Context: an optimization exercise on an open-source flow, tuned for small area, a short achievable clock period and few clock cycles. The choices shown serve that exercise and are no tape-out recipe.
In this exercise RTL edits were held to simulation tests only and were not proved equivalent to the original.
Power figures rest on the tool's default switching activity, not on a simulated workload.

## stream_comp_invoke_top_module_FSM_1
module stream_comp_invoke_top_module_FSM_1
        #(parameter width = 10)(
        input clk, rst,
        input [width - 1 : 0] data_in_fifo,
        input [width - 1 : 0] length_in_fifo,
        input [width - 1 : 0] command_in_fifo,
        input invoke,
        input [1 : 0] next_mode_in,
        output rd_data_in_fifo,
        output rd_length_in_fifo,
        output rd_command_in_fifo,
        output [width - 1 : 0] length,
        output FC,
        output wr_out_fifo1,
        output [width - 1 : 0] result_out);
==> flow/config.mk <==
export PLATFORM = sky130hd
export DESIGN_NAME = stream_comp_invoke_top_module_FSM_1
export DESIGN_NICKNAME = stream_comp_invoke_top_module_FSM_1
export VERILOG_FILES = /design/flow/design.v
export SDC_FILE = /design/flow/constraint.sdc
export NUM_CORES = 4
export LEC_CHECK = 0
export ABC_AREA = 1
export CAP_MARGIN = 20
export CORE_MARGIN = 2
export CORE_UTILIZATION = 40
export SETUP_SLACK_MARGIN = 2.0
export SLEW_MARGIN = 20
==> flow/constraint.sdc <==
create_clock -name core_clock -period 5.0 [get_ports {clk}]
set_input_delay 1.0000 -clock core_clock [delete_from_list [all_inputs] [get_ports {clk}]]
set_output_delay 1.0000 -clock core_clock [all_outputs]
set_load 0.01 [all_outputs]
standard.sh (not shown) runs the stock make flow with config.mk's settings and CLKGATE_MAP_FILE= SYNTH_SCRIPT=/design/flow/synth_recipe.tcl, a recipe that flattens the netlist after the stock synthesis.
==> flow/flow/run.sh <==
#!/bin/bash
# The standard layout, with plain buf_1 cells as the port buffers (the
# resizer sizes them up where timing needs it).
set -euo pipefail
export BUFFER_PORTS_ARGS="-buffer_cell sky130_fd_sc_hd__buf_1"
bash standard.sh > standard_flow.log 2>&1
The baseline passed the timing, design-rule and antenna checks.
Testbench counts at the start, summed over its fixed seeds: cycles 17,953.
Change:
==> flow/flow/run.sh (replaced) <==
#!/bin/bash
# The standard layout with three changes:
#  - synthesis is synth_recipe.tcl with ORFS's synth.tcl, except that ABC maps
#    the combinational logic with flow/abc.script (registers are untouched:
#    they are mapped before ABC runs, so names, count and cells stay those of
#    the standard synthesis);
#  - plain buf_1 cells as the port buffers (the resizer sizes them up where
#    timing needs it);
#  - one tie cell shared by the constant outputs.
set -euo pipefail
here=$(pwd)
export BUFFER_PORTS_ARGS="-buffer_cell sky130_fd_sc_hd__buf_1"
export SKIP_REPAIR_TIE_FANOUT=1
export ABC_SCRIPT_X=$here/flow/abc.script
sed 's|^source \$::env(SCRIPTS_DIR)/synth_preamble.tcl|&\nset abc_args [lreplace $abc_args 1 1 $::env(ABC_SCRIPT_X)]\nputs "abc_args: $abc_args"|' \
    "$FLOW_HOME/scripts/synth.tcl" > "$here/synth_abc.tcl"
grep -q 'ABC_SCRIPT_X' "$here/synth_abc.tcl"
sed "s|\$::env(SCRIPTS_DIR)/synth.tcl|$here/synth_abc.tcl|" synth_recipe.tcl > "$here/synth_top.tcl"
grep -q 'synth_abc.tcl' "$here/synth_top.tcl"
sed "s|SYNTH_SCRIPT=[^ ]*|SYNTH_SCRIPT=$here/synth_top.tcl|" standard.sh > "$here/own.sh"
grep -q 'synth_top.tcl' "$here/own.sh"
bash "$here/own.sh" > standard_flow.log 2>&1
==> flow/flow/abc.script (new file) <==
strash
dc2
dch -f
map -a
topo
stime -c
buffer -c
upsize -c
dnsize -c
- ABC_AREA: 1 -> not set
Outcome:
- die area decreases by roughly a tenth
- hold slack is worse by 0.049 ns
- clock skew stays flat
- final cell count fell by about a fifth
- register-to-register slack gets worse by 1.0 ns
- combinational power decreases by roughly a tenth
- area after synthesis decreases by roughly a tenth
Change:
==> flow/flow/run.sh (replaced) <==
#!/bin/bash
# The standard layout, with plain buf_1 cells as the port buffers (the
# resizer sizes them up where timing needs it) and one tie cell shared by
# the constant outputs.
set -euo pipefail
export BUFFER_PORTS_ARGS="-buffer_cell sky130_fd_sc_hd__buf_1"
export SKIP_REPAIR_TIE_FANOUT=1
bash standard.sh > standard_flow.log 2>&1
- ABC_AREA: not set -> 1
- SETUP_SLACK_MARGIN: 2.0 -> 1.8
removed: flow/flow/abc.script
Effect: Clock power increases by about 4%. Non-clock buffer count decreases by 22. Register-to-register slack improved by 0.92 ns. Via count increases by about 15%. Critical path depth decreases by 15. Global-route usage decreases by 0.69 points. Flip-flop and latch count is unchanged. Die area increases by about 14%. Sequential power increases by about 5%.
Change:
==> flow/flow/run.sh (replaced) <==
#!/bin/bash
# The standard layout, with plain buf_1 cells as the port buffers (the
# resizer sizes them up where timing needs it).
set -euo pipefail
export BUFFER_PORTS_ARGS="-buffer_cell sky130_fd_sc_hd__buf_1"
bash standard.sh > standard_flow.log 2>&1
- ABC_AREA: 1 -> not set
- SETUP_SLACK_MARGIN: 1.8 -> 2.0
The new run completed with no timing, DRC or antenna violations. Wire length goes down by 6.1%. Global-route usage goes down by 0.45 points. Utilization goes up by 5.4 points. Cell count goes down by 19%. Area after synthesis goes down by 4.7%. Total power goes up by 12%.

========
The RTL this note starts from:
==> flow/design.v <==
`timescale 1ns/1ps
module stream_comp_invoke_top_module_FSM_1
        #(parameter width = 10)(
        input clk, rst,
        input [width - 1 : 0] data_in_fifo,
        input [width - 1 : 0] length_in_fifo,
        input [width - 1 : 0] command_in_fifo,
        input invoke,
        input [1 : 0] next_mode_in,
        output rd_data_in_fifo,
        output rd_length_in_fifo,
        output rd_command_in_fifo,
        output [width - 1 : 0] length,
        output FC,
        output wr_out_fifo1,
        output [width - 1 : 0] result_out);
    reg [3 : 0] len_q;
    reg k1_q, k0_q;
    wire mm = ~k1_q;                  
    wire mx = k0_q;                   
    wire sm = k1_q & k0_q;            
    reg [3 : 0] cnt;
    wire busy = (cnt != 4'd0);
    wire last = (cnt == 4'd1);
    reg [width - 1 : 0] acc;
    wire inv1 = invoke & ~next_mode_in[0] & ~next_mode_in[1];
    wire inv2 = invoke & next_mode_in[0];
    wire inv3 = invoke & next_mode_in[1];
    wire ld1 = invoke & (next_mode_in[0] ~^ next_mode_in[1]);
    assign rd_command_in_fifo = inv1;
    assign rd_length_in_fifo = inv1;
    assign rd_data_in_fifo = inv2 | busy;
    assign wr_out_fifo1 = inv3;
    assign FC = (invoke & (~next_mode_in[0] | (len_q == 4'd1))) | last;
    assign result_out = acc;
    assign length = {{(width - 4){1'b0}}, inv1 ? length_in_fifo[3 : 0] : len_q};
    wire cmd_mm = (command_in_fifo[width - 1 : 1] == 0);
    always @(posedge clk)
    begin
        if (ld1)
        begin
            len_q <= length_in_fifo[3 : 0];
            k1_q <= ~cmd_mm;
            k0_q <= cmd_mm ? command_in_fifo[0] : (command_in_fifo == 2);
        end
    end
    always @(posedge clk)
    begin
        if (!rst)
            cnt <= 4'd0;
        else if (inv2 | busy)
            cnt <= (inv2 ? len_q : cnt) - 4'd1;
    end
    wire [width - 1 : 0] opb = sm ? acc : ~acc;
    wire [width - 1 : 0] pg [0 : 4];
    wire [width - 1 : 0] pp [0 : 4];
    wire [width - 1 : 0] hx = data_in_fifo ^ opb;
    assign pg[0] = (data_in_fifo & opb) | {{(width - 1){1'b0}}, hx[0] & ~sm};
    assign pp[0] = hx;
    genvar gl, gi;
    generate
        for (gl = 0; gl < 4; gl = gl + 1)
        begin : lvl
            for (gi = 0; gi < width; gi = gi + 1)
            begin : bt
                if ((gi >> gl) & 1)
                begin : comb
                    assign pg[gl + 1][gi] = pg[gl][gi] | (pp[gl][gi] & pg[gl][((gi >> gl) << gl) - 1]);
                    assign pp[gl + 1][gi] = pp[gl][gi] & pp[gl][((gi >> gl) << gl) - 1];
                end
                else
                begin : pass
                    assign pg[gl + 1][gi] = pg[gl][gi];
                    assign pp[gl + 1][gi] = pp[gl][gi];
                end
            end
        end
    endgenerate
    wire [width : 0] s = {pg[4][width - 1], hx ^ {pg[4][width - 2 : 0], ~sm}};
    wire take_d = inv2 | (mm & (s[width] ~^ mx));
    always @(posedge clk)
    begin
        if (!rst)
            acc <= 0;
        else if (inv2 | busy)
        begin
            if (take_d)
                acc <= data_in_fifo;
            else if (sm)
                acc <= s[width - 1 : 0];
        end
    end
endmodule
clock: 5.0 ns
lec_check: 0
cap_margin: 20
core_margin: 2
core_utilization: 65
setup_slack_margin: 2.0
slew_margin: 20
==> flow/flow/run.sh <==
#!/bin/bash
# The standard layout with three changes:
#  - synthesis is synth_recipe.tcl with ORFS's synth.tcl, except that ABC maps
#    the combinational logic with flow/abc.script (registers are untouched:
#    they are mapped before ABC runs, so names, count and cells stay those of
#    the standard synthesis);
#  - plain buf_1 cells as the port buffers (the resizer sizes them up where
#    timing needs it);
#  - one tie cell shared by the constant outputs.
set -euo pipefail
here=$(pwd)
export BUFFER_PORTS_ARGS="-buffer_cell sky130_fd_sc_hd__buf_1"
export SKIP_REPAIR_TIE_FANOUT=1
export ABC_SCRIPT_X=$here/flow/abc.script
sed 's|^source \$::env(SCRIPTS_DIR)/synth_preamble.tcl|&\nset abc_args [lreplace $abc_args 1 1 $::env(ABC_SCRIPT_X)]\nputs "abc_args: $abc_args"|' \
    "$FLOW_HOME/scripts/synth.tcl" > "$here/synth_abc.tcl"
grep -q 'ABC_SCRIPT_X' "$here/synth_abc.tcl"
sed "s|\$::env(SCRIPTS_DIR)/synth.tcl|$here/synth_abc.tcl|" synth_recipe.tcl > "$here/synth_top.tcl"
grep -q 'synth_abc.tcl' "$here/synth_top.tcl"
sed "s|SYNTH_SCRIPT=[^ ]*|SYNTH_SCRIPT=$here/synth_top.tcl|" standard.sh > "$here/own.sh"
grep -q 'synth_top.tcl' "$here/own.sh"
bash "$here/own.sh" > standard_flow.log 2>&1
==> flow/flow/abc.script <==
strash
dch
map -B 0.9
topo
stime -c
Testbench counts at the start, summed over its fixed seeds: cycles 17,953.
Next try:
==> flow/flow/run.sh (replaced) <==
#!/bin/bash
# The standard layout, with plain buf_1 cells as the port buffers (the
# resizer sizes them up where timing needs it) and one tie cell shared by
# the constant outputs.
set -euo pipefail
export BUFFER_PORTS_ARGS="-buffer_cell sky130_fd_sc_hd__buf_1"
export SKIP_REPAIR_TIE_FANOUT=1
bash standard.sh > standard_flow.log 2>&1
ABC_AREA = 1   (was unset)
CORE_UTILIZATION = 90   (was 65)
removed: flow/flow/abc.script
- The new run died in global placement without I/O (3_1_place_gp_skip_io)
- area after synthesis grows by 9.6%
- synthesized cell count rises by 2.1%
Next try:
==> flow/flow/run.sh (replaced) <==
#!/bin/bash
# The standard layout with three changes:
#  - synthesis is synth_recipe.tcl with ORFS's synth.tcl, except that ABC maps
#    the combinational logic with flow/abc.script (registers are untouched:
#    they are mapped before ABC runs, so names, count and cells stay those of
#    the standard synthesis);
#  - plain buf_1 cells as the port buffers (the resizer sizes them up where
#    timing needs it);
#  - one tie cell shared by the constant outputs.
set -euo pipefail
here=$(pwd)
export BUFFER_PORTS_ARGS="-buffer_cell sky130_fd_sc_hd__buf_1"
export SKIP_REPAIR_TIE_FANOUT=1
export ABC_SCRIPT_X=$here/flow/abc.script
sed 's|^source \$::env(SCRIPTS_DIR)/synth_preamble.tcl|&\nset abc_args [lreplace $abc_args 1 1 $::env(ABC_SCRIPT_X)]\nputs "abc_args: $abc_args"|' \
    "$FLOW_HOME/scripts/synth.tcl" > "$here/synth_abc.tcl"
grep -q 'ABC_SCRIPT_X' "$here/synth_abc.tcl"
sed "s|\$::env(SCRIPTS_DIR)/synth.tcl|$here/synth_abc.tcl|" synth_recipe.tcl > "$here/synth_top.tcl"
grep -q 'synth_abc.tcl' "$here/synth_top.tcl"
sed "s|SYNTH_SCRIPT=[^ ]*|SYNTH_SCRIPT=$here/synth_top.tcl|" standard.sh > "$here/own.sh"
grep -q 'synth_top.tcl' "$here/own.sh"
bash "$here/own.sh" > standard_flow.log 2>&1
==> flow/flow/abc.script (new file) <==
strash
&get -n
&st
&dch
&nf -R 1000
&put
topo
stime -c
buffer -c
upsize -c
dnsize -c
ABC_AREA = unset   (was 1)
CORE_UTILIZATION = 55   (was 90)
SETUP_SLACK_MARGIN = 2.25   (was 2.0)
Result: The changed run completed without violations. Synthesized cell count came out lower by 40%. Area after synthesis shrinks by 17%.
Next try:
--- a/flow/flow/run.sh
+++ b/flow/flow/run.sh
@@ -1,3 +1,3 @@
 #!/bin/bash
-# The standard layout with three changes:
+# The standard layout with these changes:
 #  - synthesis is synth_recipe.tcl with ORFS's synth.tcl, except that ABC maps
@@ -8,3 +8,4 @@
 #    timing needs it);
-#  - one tie cell shared by the constant outputs.
+#  - one tie cell shared by the constant outputs;
+#  - no dummy clock loads in CTS, clkbuf_8 clock buffers.
 set -euo pipefail
@@ -13,2 +14,5 @@
 export SKIP_REPAIR_TIE_FANOUT=1
+# Standard CTS arguments, without the dummy loads CTS adds for balancing,
+# and with clkbuf_8 clock buffers (keeps the flip-flop clock slew low).
+export CTS_ARGS="-sink_clustering_enable -repair_clock_nets -dont_use_dummy_load -buf_list sky130_fd_sc_hd__clkbuf_8"
 export ABC_SCRIPT_X=$here/flow/abc.script
CORE_UTILIZATION = 65   (was 55)
SETUP_SLACK_MARGIN = 2.0   (was 2.25)
Effect: Clock-buffer cell count stays the same. First-iteration DRC count grows by about 60%. Cell count shrinks by about 1.3%. Critical path depth shrinks by 1. Utilization grows by 8.0 points. Fmax shrinks by about 5%. Global-route usage grows by 4.5 points. Synthesized cell count stays the same. Hold slack is about the same.

[separate check: timing with driven ports]
No port has a modelled driver above. Below, the same layouts with a new extraction and two added sets of constraints.
Step 1: set_driving_cell puts a clkbuf_16 on clk and a buf_2 on each other input, an assumption about the parent block.
Step 2 moves the port delays by t, midway between the first and last clock arrival at a register: inputs arrive t later, outputs are due t later. That takes back most of the time a late clock gives input paths.
Slacks: ideal ports / drivers / drivers and shift; pairs: ideal ports / drivers.
run | shift t [ns] | setup WS [ns] | slew at the worst register clock pin (ns) | cell pins on the clock port's net
the first run of note 1 | 0.293 | 2.032 / 2.006 / 1.921 | 0.08 / 0.08 | 1
the second run of note 1 | 0.288 | 1.283 / 1.270 / 0.982 | 0.08 / 0.08 | 1
the third run of note 1 | 0.294 | 1.972 / 1.953 / 1.824 | 0.09 / 0.09 | 1
the fourth run of note 1 | 0.291 | 2.069 / 2.049 / 1.782 | 0.09 / 0.09 | 1
the first run of note 2 | 0.325 | 2.006 / 1.983 / 1.862 | 0.12 / 0.12 | 1
the third run of note 2 | 0.328 | 2.114 / 2.068 / 1.778 | 0.12 / 0.12 | 1
the fourth run of note 2 | 0.281 | 1.964 / 1.964 / 1.683 | 0.08 / 0.08 | 1
After both steps setup and hold are still met in every run listed. The setup slack of the third run of note 2, which loses most, moves by -0.046 ns with the drivers and by -0.336 ns with both steps.
